This is an optimization exercise on Yosys and OpenROAD, whose aim is small area, a short achievable clock period and few clock cycles, not a production implementation.
In this exercise RTL edits were held to simulation tests only and were not proved equivalent to the original.
Power is estimated from default activity; no workload was simulated.

==> flow/design.v (outline; a module is shown in full before it is edited, if it fits) <==
// module fa: 5 lines
// module ha: 5 lines
// module hn: 6 lines
// module nd: 5 lines
// module an: 5 lines
// module top: 5444 lines
module top(clk, rst, start, x, y, z, mem_rdata, mem_addr, mem_wdata, mem_wen, done);
  // ...
==> flow/flow/run.sh <==
#!/bin/bash
set -euo pipefail
export BUFFER_PORTS_ARGS="-buffer_cell sky130_fd_sc_hd__buf_4"
bash standard.sh > standard.log 2>&1
==> flow/standard.sh <==
#!/bin/bash
# synth_recipe.tcl (not shown) runs the flow's synth.tcl, then flattens the netlist and writes it again
# the make line also repeats each setting of config.mk as NAME=value (left out here)
make -C /OpenROAD-flow-scripts/flow DESIGN_CONFIG=/design/flow/config.mk WORK_HOME=/design/flow/orfs CLKGATE_MAP_FILE= SYNTH_SCRIPT=/design/flow/synth_recipe.tcl "${@:-finish}"
==> flow/config.mk <==
export PLATFORM = sky130hd
export DESIGN_NAME = top
export DESIGN_NICKNAME = top
export VERILOG_FILES = /design/flow/design.v
export SDC_FILE = /design/flow/constraint.sdc
export NUM_CORES = 4
export LEC_CHECK = 0
export CAP_MARGIN = 20
export CORE_MARGIN = 2
export CORE_UTILIZATION = 40
export CTS_CLUSTER_DIAMETER = 60
export CTS_CLUSTER_SIZE = 30
export SLEW_MARGIN = 20
export SYNTH_HIERARCHICAL = 1
==> flow/constraint.sdc <==
create_clock -name core_clock -period 10.0 [get_ports {clk}]
set_input_delay 2.0000 -clock core_clock [delete_from_list [all_inputs] [get_ports {clk}]]
set_output_delay 2.0000 -clock core_clock [all_outputs]
set_load 0.01 [all_outputs]
==> flow_summary.json, run 1 <==
{
  "n_fill_cell": 11600,
  "yosysUniqueCellTypes": 57,
  "synthMuxAreaShare_pct": 10.0,
  "dpl.cell_count": 5577,
  "cts_tree": "built",
  "met2_usage_pct": 36.3,
  "grt_max_degree": 165,
  "wl_met1_um": 62600,
  "synth_top_area_share_pct": 30.0,
  "drive_gt1_share_pct": 18.0,
  "grt_overflow_total": 0,
  "whs_endpoint": "C[51][4]",
  "firstDrtPassIters": 5,
  "synth_cells": 3816,
  "synth_compound_area_share_pct": 2.30,
  "maxCapViolCount": 0,
  "clk_pin_slew_ns": 0.07,
  "hold_path_depth": 0,
  "vias": 30000,
  "core-area_um2": 129000,
  "multi_input_area_um2": 31700,
  "worstSetupStartpointType": "flip-flop",
  "die_h_um": 364,
  "yosys-top-cells-count": "and2_1 (973), fa_1 (778), dfxtp_1 (687), mux2_2 (435), edfxtp_1 (202)",
  "grt_use_total_pct": 23.0,
  "status": "no timing/DRC/antenna violations",
  "cp_common_cell": "fa_1",
  "pg_clk_mw": 3.66,
  "cpPeakStageDelay_ns": 0.67,
  "globalplace.congestion": 0.984,
  "intPower_mw": 10.1,
  "cpMaxStageDelayCell": "fa_1",
  "wire_per_inst_um": 25.9,
  "p_seq_share_pct": 34.9,
  "htreeDepth": 3,
  "highest_layer": "met5",
  "dp_slack_ns": 6.39,
  "pg_comb_mw": 7.24,
  "power.leakage_nw": 25.6,
  "drc": 0,
  "seq_share_pct": 34.3,
  "top_regs": "C x440, F x128",
  "critPathKind": "reg -> reg",
  "finClkSkew_ns": 0.0395
}
Testbench counts, summed over its fixed seeds: cycles 5,832.
==> run 2, diff against run 1 <==
--- a/flow/design.v
+++ b/flow/design.v
@@ -28,32 +28,32 @@
 input clk, rst, start;
 input [8:0] x, y, z;
 input [31:0] mem_rdata;
 output reg [8:0] mem_addr;
 output reg [7:0] mem_wdata;
 output reg mem_wen;
 output reg done;
 reg running;
-reg go;              
 reg fill;            
 reg [3:0] fc;        
 reg [4:0] s;         
 reg [4:0] rho;       
 reg [8:0] iaddr, faddr, waddr;
 reg [7:0] wcnt;      
 reg lastw;
 wire idle = !running && !lastw;
+wire st = idle && start;    
 wire s_end = (s == 5'd16);
 wire fill_end = (fc == 4'd13);
-wire nfill = go || (fill && !fill_end);
-wire [3:0] nfc = go ? 4'd0 : fc + 4'd1;
+wire nfill = st || (fill && !fill_end);
+wire [3:0] nfc = st ? 4'd0 : fc + 4'd1;
 wire [4:0] ns = (fill || s_end) ? 5'd0 : s + 5'd1;
 wire [4:0] nrho = fill ? 5'd3 : (s_end ? rho + 5'd1 : rho);
-wire act = go || running;
+wire act = st || running;
 reg fast, ld_now, ld_next, fl_next;
 reg [3:0] fle;       
 always @(posedge clk) begin
   if (rst) begin
     fast <= 1'b0; ld_now <= 1'b0; ld_next <= 1'b0; fl_next <= 1'b0; fle <= 4'd0;
   end else begin
     fast    <= act && nfill && nfc != 4'd4 && nfc != 4'd9;
     ld_now  <= act && !nfill && nrho <= 5'd15 &&
@@ -5432,39 +5432,39 @@
 wire wr_next = running && !lastw && !ld_next && !fl_next && (cnt != 3'd0);
 always @(posedge clk) begin
   if (vp[2]) fq[wp] <= res;
 end
 wire push = vp[2];
 always @(posedge clk) begin
   if (rst) begin
     running <= 1'b0; done <= 1'b0; mem_wen <= 1'b0; vp <= {2{1'b0}};
-    wp <= 2'd0; rp <= 2'd0; cnt <= 3'd0; lastw <= 1'b0; go <= 1'b0;
+    wp <= 2'd0; rp <= 2'd0; cnt <= 3'd0; lastw <= 1'b0;
   end else begin
-    go <= idle && start;
     vp <= {vp, win_v};
-    if (go) running <= 1'b1;
+    if (st) running <= 1'b1;
     if (running) mem_wen <= wr_next;
     if (wr_next && wcnt == 8'd168) lastw <= 1'b1;
     if (running && lastw) begin
       running <= 1'b0; done <= 1'b1;
     end
     cnt <= cnt + {2'd0, push} - {2'd0, wr_next};
     if (push) wp <= wp + 2'd1;
     if (wr_next) rp <= rp + 2'd1;
   end
 end
 always @(posedge clk) begin
   if (act) begin
     fill <= nfill; fc <= nfc; s <= ns; rho <= nrho;
   end
-  if (go) wcnt <= 8'd0;
+  if (st) wcnt <= 8'd0;
   else if (wr_next) wcnt <= wcnt + 8'd1;
-  if (go || ld_next) iaddr <= iaddr + 9'd4;
+  if (st) iaddr <= x + 9'd4;
+  else if (ld_next) iaddr <= iaddr + 9'd4;
   else if (idle) iaddr <= x;
   if (idle) faddr <= y;
   else if (fl_next) faddr <= faddr + 9'd4;
   if (idle) waddr <= z;
   else if (wr_next) waddr <= waddr + 9'd1;
-  mem_addr <= (go || ld_next) ? iaddr : (fl_next ? faddr : waddr);
+  mem_addr <= st ? x : (ld_next ? iaddr : (fl_next ? faddr : waddr));
   mem_wdata <= fq[rp];
 end
 endmodule
==> flow/run.sh (new file) <==
#!/bin/bash
# synth_recipe.tcl (not shown) runs the flow's synth.tcl, then flattens the netlist and writes it again
# the make line also repeats each setting of config.mk as NAME=value (left out here)
make -C /OpenROAD-flow-scripts/flow DESIGN_CONFIG=/design/flow/config.mk WORK_HOME=/design/flow/orfs CLKGATE_MAP_FILE= SYNTH_SCRIPT=/design/flow/synth_recipe.tcl finish
==> flow/config.mk (replaced) <==
export PLATFORM = sky130hd
export DESIGN_NAME = top
export DESIGN_NICKNAME = top
export VERILOG_FILES = /design/flow/design.v
export SDC_FILE = /design/flow/constraint.sdc
export NUM_CORES = 4
export LEC_CHECK = 0
export CAP_MARGIN = 20
export CORE_MARGIN = 2
export CORE_UTILIZATION = 40
export CTS_CLUSTER_DIAMETER = 70
export CTS_CLUSTER_SIZE = 30
export SLEW_MARGIN = 20
export SYNTH_HIERARCHICAL = 1
removed: flow/flow/run.sh
removed: flow/standard.sh
==> run 2 against run 1 <==
Still clean on timing, DRC and antenna. Core utilization shrank 0.19 points. Area after synthesis rose by 0.73%. First-iteration DRC count down 5.5%. Clock power decreased by 13%. Global-route usage down 0.46 points. Maximum frequency down 2.2%. Register-to-register slack got worse by 0.08 ns. Sequential power is 9.4% higher. Final cell count hardly changed.
==> flow_summary.json, run 2 <==
{
  "status": "no timing/DRC/antenna violations",
  "cpMaxStageDelayCell": "fa_1",
  "syn_area_um2": 52200,
  "rows": 132,
  "drive_gt1_share_pct": 16.0,
  "worstSetupStartpointType": "flip-flop",
  "drt_wl_total_um": 147000,
  "synth_cells": 3870,
  "critPathKind": "reg -> reg",
  "clock_path_buffers": 3,
  "power_density_nw_per_um2": 341,
  "layout_common_cells": "and2_1 (952), fa_1 (778), dfxtp_1 (685)",
  "vias": 29900,
  "syn2layout_area_growth_pct": 10.5,
  "die_h_um": 365,
  "dp_hpwl_um": 114000,
  "finClkSkew_ns": 0.0550,
  "relSlewSlack_pct": 29.8,
  "cp_common_cell": "fa_1",
  "io_pins": 81,
  "grt_pass1_vias": 32100,
  "drtIter0Drc": 2237,
  "cts_buffers": 68,
  "rsz0062_at_grt": "false",
  "globalplace.congestion": 0.985,
  "yosysSeqAreaShare_pct": 37.9,
  "clk_pin_slew_ns": 0.10,
  "start_util_pct": 40.3,
  "max_freq_mhz": 268,
  "maxCapViolCount": 0,
  "grt_pass1_wl_um": 218000,
  "antenna_found_initial": 11,
  "synthTopCellsByArea": "fa_1 (30%), dfxtp_1 (26%), edfxtp_1 (12%)",
  "postSynthAreaPerCell_um2": 13.5,
  "final.min_clock_period_ns": 3.73,
  "crit_required_ns": 10.56,
  "worstMarginPinSlew_ns": 1.05,
  "post_cts_resized": 0,
  "firstDrtPassIters": 5,
  "ys.flop_type": "dfxtp_1",
  "power.leakage_nw": 24.5,
  "yosys-top-cells-count": "and2_1 (952), fa_1 (778), dfxtp_1 (686), mux2_2 (432), edfxtp_1 (202)",
  "largest_register": "C",
  "ant_nets": 0,
  "syn-num-nets": 4864,
  "die-area_um2": 133000,
  "largest_register_ffs": 440,
  "grt_overflow_total": 0,
  "vias_per_cell": 5.20,
  "setup_ws_ns": 6.27,
  "finalHoldViolations": 0,
  "slew_viol_final": 0,
  "layout_commonest_cell": "and2_1",
  "cpPeakStageDelay_ns": 0.52,
  "ys_ff_latch": 888,
  "cp-end-kind": "flip-flop",
  "clock_latency_ns": 0.69,
  "post-route-period-util_pct": 37.3,
  "crit_fanout": 8,
  "htreeDepth": 3,
  "cts_tree": "built",
  "wire_per_inst_um": 25.5,
  "drc": 0,
  "post_cts_buffers": 0,
  "ir_drop_mv": 0.240,
  "holdBufCountCts": 0,
  "finalSetupTns_ns": 0,
  "path_cells": "and2_1, ha_1, fa_1, fa_1, fa_1, o22a_1, a32oi_1, nand2_1, maj3_1, maj3_1",
  "port_buffers": 80,
  "cp.arrival_ns": 4.29,
  "cts_root_buf": "clkbuf_16",
  "top_regs": "C x440, F x128",
  "synth-edff-count": 202,
  "yosys.area.top_type": "fa_1",
  "fin_nets": 4948,
  "cts_sinks": 888,
  "core-area_um2": 129000,
  "hold_class": "reg -> reg",
  "grt_use_total_pct": 22.5,
  "synth_most_common_cell": "and2_1",
  "async_reset_ff_share_pct": 0,
  "dp_slack_ns": 6.18,
  "yosysUniqueCellTypes": 61,
  "synth_top_area_share_pct": 29.8,
  "setup_viol": 0,
  "die_x_um": 365,
  "yosys_warnings": 9,
  "grt_max_degree": 136
}
==> run 2: cell count changes after synthesis, moves of 10 or more <==
cell and change:
a21oi_1 -15, a31oi_1 -16, and2_1 -21, and2_2 +21, maj3_2 +12, nand2_1 +16, nor2_1 +13, o22a_1 -10
==> run 2: Yosys stat by module (local to each module, per instance) <==
module  cells  times used
fa          1         777
ha          1         124
top      2969           1
==> run 2: final timing paths <==
path,cells after the start,from,to,slack [ns]
min,0,C[50][3],C[51][3],0.33
max reg2reg,10,F[0][22],r2674,6.27
max,10,F[0][22],r2674,6.27
min reg2reg,0,C[50][3],C[51][3],0.33
==> run 2: per-layer routing <==
| layer | global-route usage, % | up-vias | wire, µm |
|---|---|---|---|
| met1 | 30.0 | 15600 | 61800 |
| met3 | 4.47 | 251 | 10100 |
| met4 | 9.88 | 8 | 7260 |
| met5 | 0 | - | 55 |
| li1 | - | 13100 | - |
| met2 | 35.7 | 927 | 67700 |
==> run 2: stage by stage <==
stage               hold slack (ns)  cells  power [mW]  instance area [µm²]  utilization, %
global route                  0.336   5752        21.1                57700            44.5
floorplan                     0.310   3870        12.3                52200               -
global placement              0.314   5626        16.3                55000            42.5
finish                        0.329   5762        19.7                57700            44.6
CTS                           0.331   5751        19.7                57700            44.5
detailed placement            0.315   5626        16.5                55000            42.5
==> run 2: critical path, delay by kind of cell (launching register included) <==
family,cells,cell delay [ns]
adder cells (fa/ha/maj),6,2.38
flip-flops,1,0.50
AO/OA/AOI/OAI,2,0.45
AND/OR/NAND/NOR,2,0.29
==> run 2: area by class of cell <==
class                   count  area, µm²
well taps                1742       2180
diodes                     11       27.5
repair buffers             93        911
inverters                  28        105
multi-input cells        2875      32000
fillers                 11800      71800
clock inverters            51        868
flip-flops and latches    888      19800
clock buffers              74       1790
==> run 2: power breakdown <==
part           internal [mW]  switching, mW  total [mW]
registers               5.11           1.28        6.39
clock network           1.49           1.68        3.17
logic                   4.79           5.31        10.1
==> run 2: kinds of logic after synthesis <==
kind of cell / after synthesis / synth area share [%]
AOI/OAI and AO/OA: 190 / 2.48
xor gates and xnor gates: 45 / 0.755
adders and majority gates: 968 / 34.2
buffers and inverters: 107 / 0.776
DFF: 888 / 37.9
muxes: 453 / 9.91
and+or+nand+nor: 1219 / 13.9
Testbench counts of run 2, summed over its fixed seeds: cycles 5,808.
==> run 3, diff against run 2 <==
--- a/flow/config.mk
+++ b/flow/config.mk
@@ -9,5 +9,5 @@
 export CORE_MARGIN = 2
 export CORE_UTILIZATION = 40
-export CTS_CLUSTER_DIAMETER = 70
+export CTS_CLUSTER_DIAMETER = 80
 export CTS_CLUSTER_SIZE = 30
 export SLEW_MARGIN = 20
==> run 3 against run 2 <==
Combinational power barely moved. Critical path depth did not move. Routed wire length is 0.38% lower. Core utilization fell by 0.49 points. Clock-buffer cell count is 15 lower. Sequential share of layout area up 0.39 points. Critical endpoint is now r2804. Non-clock buffer count did not move. Final cell count shrank 0.57%. Clock skew increased by 0.052 ns. Highest routed layer unchanged.
==> flow_summary.json, run 3 <==
{
  "status": "no timing/DRC/antenna violations",
  "intPower_mw": 11.0,
  "worstSetupStartpointType": "flip-flop",
  "yosysSeqAreaShare_pct": 37.9,
  "path_cells": "and2_1, ha_1, fa_1, fa_1, fa_1, or2_2, o2111a_1, a31oi_1, nand2_1, a221o_1",
  "globalplace.congestion": 0.985,
  "power.leakage_nw": 24.2,
  "worstMarginPinSlew_ns": 1.06,
  "fin_area_um2": 57100,
  "layout_commonest_cell": "and2_1",
  "syn_area_um2": 52200,
  "wire_per_inst_um": 25.6,
  "grt_use_total_pct": 22.4,
  "grt_max_degree": 136,
  "die_x_um": 365,
  "syn-num-nets": 4864,
  "slew_viol_final": 0,
  "post-route-period-util_pct": 37.5,
  "rows": 132,
  "cp-end-kind": "flip-flop",
  "io_pins": 81,
  "ir_drop_mv": 0.216,
  "die-area_um2": 133000,
  "drt_wl_total_um": 146000,
  "power_density_nw_per_um2": 335,
  "cpPeakStageDelay_ns": 0.55,
  "cts_sinks": 888,
  "top_regs": "C x440, F x128",
  "cts_root_buf": "clkbuf_16",
  "async_reset_ff_share_pct": 0,
  "finalSetupTns_ns": 0,
  "syn2layout_area_growth_pct": 9.29,
  "post_cts_resized": 0,
  "grt_pass1_vias": 31900,
  "seq_area_um2": 19800,
  "finalHoldViolations": 0,
  "crit_fanout": 8,
  "rsz0062_at_grt": "false",
  "die_h_um": 365,
  "vias_per_cell": 5.23,
  "synth_most_common_cell": "and2_1",
  "critPathKind": "reg -> reg",
  "firstDrtPassIters": 5,
  "drtIter0Drc": 2246,
  "port_buffers": 80,
  "hold_class": "reg -> reg",
  "p_sw_share_pct": 42.3,
  "final.min_clock_period_ns": 3.75,
  "post_cts_buffers": 0,
  "cp.arrival_ns": 4.30,
  "postSynthAreaPerCell_um2": 13.5,
  "antenna_found_initial": 12,
  "layout_common_cells": "and2_1 (952), fa_1 (778), dfxtp_1 (685)",
  "ys_ff_latch": 888,
  "relSlewSlack_pct": 29.0,
  "dp_hpwl_um": 114000,
  "cts_buffers": 51,
  "p_seq_share_pct": 33.4,
  "clock_path_buffers": 3,
  "setup_viol": 0,
  "yosys_warnings": 9,
  "ant_nets": 0,
  "drive_gt1_share_pct": 15.4,
  "fin_nets": 4931,
  "start_util_pct": 40.3,
  "holdBufCountCts": 0,
  "finClkSkew_ns": 0.107,
  "crit_required_ns": 10.55,
  "clk_pin_slew_ns": 0.12,
  "yosys.area.top_type": "fa_1",
  "combPwrFrac_pct": 52.8,
  "htreeDepth": 2,
  "dpl-instance-area_um2": 55000,
  "cts_tree": "built",
  "cp_common_cell": "fa_1",
  "maxCapViolCount": 0,
  "synth_top_area_share_pct": 29.8,
  "n_fill_cell": 11900,
  "switchingPower_mw": 8.10,
  "largest_register_ffs": 440,
  "p_clk_share_pct": 13.9,
  "synth_cells": 3870,
  "multi_input_area_um2": 32000,
  "ys.flop_type": "dfxtp_1",
  "yosysUniqueCellTypes": 61,
  "cpMaxStageDelayCell": "edfxtp_1",
  "vias": 29900,
  "synthTopCellsByArea": "fa_1 (30%), dfxtp_1 (26%), edfxtp_1 (12%)",
  "grt_overflow_total": 0,
  "largest_register": "C",
  "synth-edff-count": 202,
  "drc": 0,
  "core-area_um2": 129000,
  "grt_pass1_wl_um": 217000,
  "clock_latency_ns": 0.76,
  "max_freq_mhz": 267,
  "yosys-top-cells-count": "and2_1 (952), fa_1 (778), dfxtp_1 (686), mux2_2 (432), edfxtp_1 (202)"
}
## run 3: cell counts after synthesis
Identical to the previous run, type by type.
## run 3: cells by family after synthesis
logic type / Yosys count / synth area share [%]
XOR/XNOR: 45 / 0.755
multiplexers: 453 / 9.91
AND/OR/NAND/NOR: 1219 / 13.9
AO/OA/AOI/OAI: 190 / 2.48
adder cells (fa/ha/maj): 968 / 34.2
buffers and inverters: 107 / 0.776
flip-flops: 888 / 37.9
## run 3: critical path, delay by kind of cell (launching register included)
family	cells	cell delay [ns]
flops	1	0.55
simple gates	3	0.66
fa+ha+maj	4	1.65
compound gates	3	0.69
## run 3: modules after synthesis, one instance, submodules excluded
module	cells inside	times used	flops+latches	area [µm²]
ha	1	124	0	12.5
fa	1	777	0	20.0
top	2969	1	888	35100
## run 3: routing by layer
| metal | track usage, % | part of all wire [%] | up-vias |
|---|---|---|---|
| li1 | - | - | 13100 |
| met4 | 9.10 | 4.5 | 4 |
| met2 | 35.6 | 46 | 922 |
| met3 | 4.55 | 6.6 | 239 |
| met5 | 0 | 0.016 | - |
| met1 | 30.0 | 43 | 15700 |
## run 3: metrics by stage
step | worst slack [ns] | power, mW | util [%] | instances | hold slack, ns
after global placement | 6.16 | 16.3 | 42.5 | 5626 | 0.314
after detailed placement | 6.18 | 16.5 | 42.5 | 5626 | 0.315
after global routing | 6.12 | 20.6 | 44.1 | 5721 | 0.349
after floorplan | 6.53 | 12.3 | - | 3870 | 0.310
final | 6.25 | 19.1 | 44.1 | 5729 | 0.337
after CTS | 6.27 | 19.2 | 44.1 | 5721 | 0.343
## run 3: worst paths after layout
kind,depth (start not counted),end,slack [ns],startpoint
worst min register to register,0,C[51][3],0.34,C[50][3]
worst max-delay path,10,r2804,6.25,F[0][6]
worst min-delay path,0,C[51][3],0.34,C[50][3]
worst max register to register,10,r2804,6.25,F[0][6]
## run 3: final cells by class
class | instances | share of cell area (%)
clock inverters | 36 | 1.17
well taps | 1742 | 3.82
clock buffers | 59 | 2.38
inverters | 28 | 0.184
diodes | 8 | 0.0351
multi-input cells | 2875 | 56.1
repair buffers | 93 | 1.60
flip-flops and latches | 888 | 34.7
## run 3: power by group through the flow
stage | Combinational [mW] | Clock (mW) | Sequential, mW
final | 10.1 | 2.66 | 6.38
after global routing | 11.2 | 2.84 | 6.53
after CTS | 10.1 | 2.72 | 6.41
after detailed placement | 9.98 | 0 | 6.49
after global placement | 9.78 | 0 | 6.47
after floorplan | 6.63 | 0 | 5.71

==> afterwards: timing with drivers on the ports <==
No port has a modelled driver above. Below, the same layouts with a new extraction and two added sets of constraints.
Step 1 (the two cells are an assumption about what drives the block):
set clk [get_ports {clk}]
set_driving_cell -lib_cell sky130_fd_sc_hd__clkbuf_16 $clk
set_driving_cell -lib_cell sky130_fd_sc_hd__buf_2 [delete_from_list [all_inputs] $clk]
Step 2 moves the port delays by t, midway between the first and last clock arrival at a register: inputs arrive t later, outputs are due t later. That takes back most of the time a late clock gives input paths.
Slacks: no drivers / after step 1 / after step 2; pairs: no drivers / after step 1.
| run | shift t [ns] | slack for setup (ns) | worst data-port slew with drivers (ns) |
|---|---|---|---|
| run 1 | 0.778 | 6.357 / 6.357 / 6.357 | 0.06 |
| run 2 | 0.736 | 6.273 / 6.273 / 6.196 | 0.05 |
| run 3 | 0.777 | 6.249 / 6.249 / 6.186 | 0.05 |
After both steps every run listed still meets setup and hold. For run 2, which loses most, drivers alone change the setup slack by 0.000 ns; drivers and shift together by -0.077 ns.
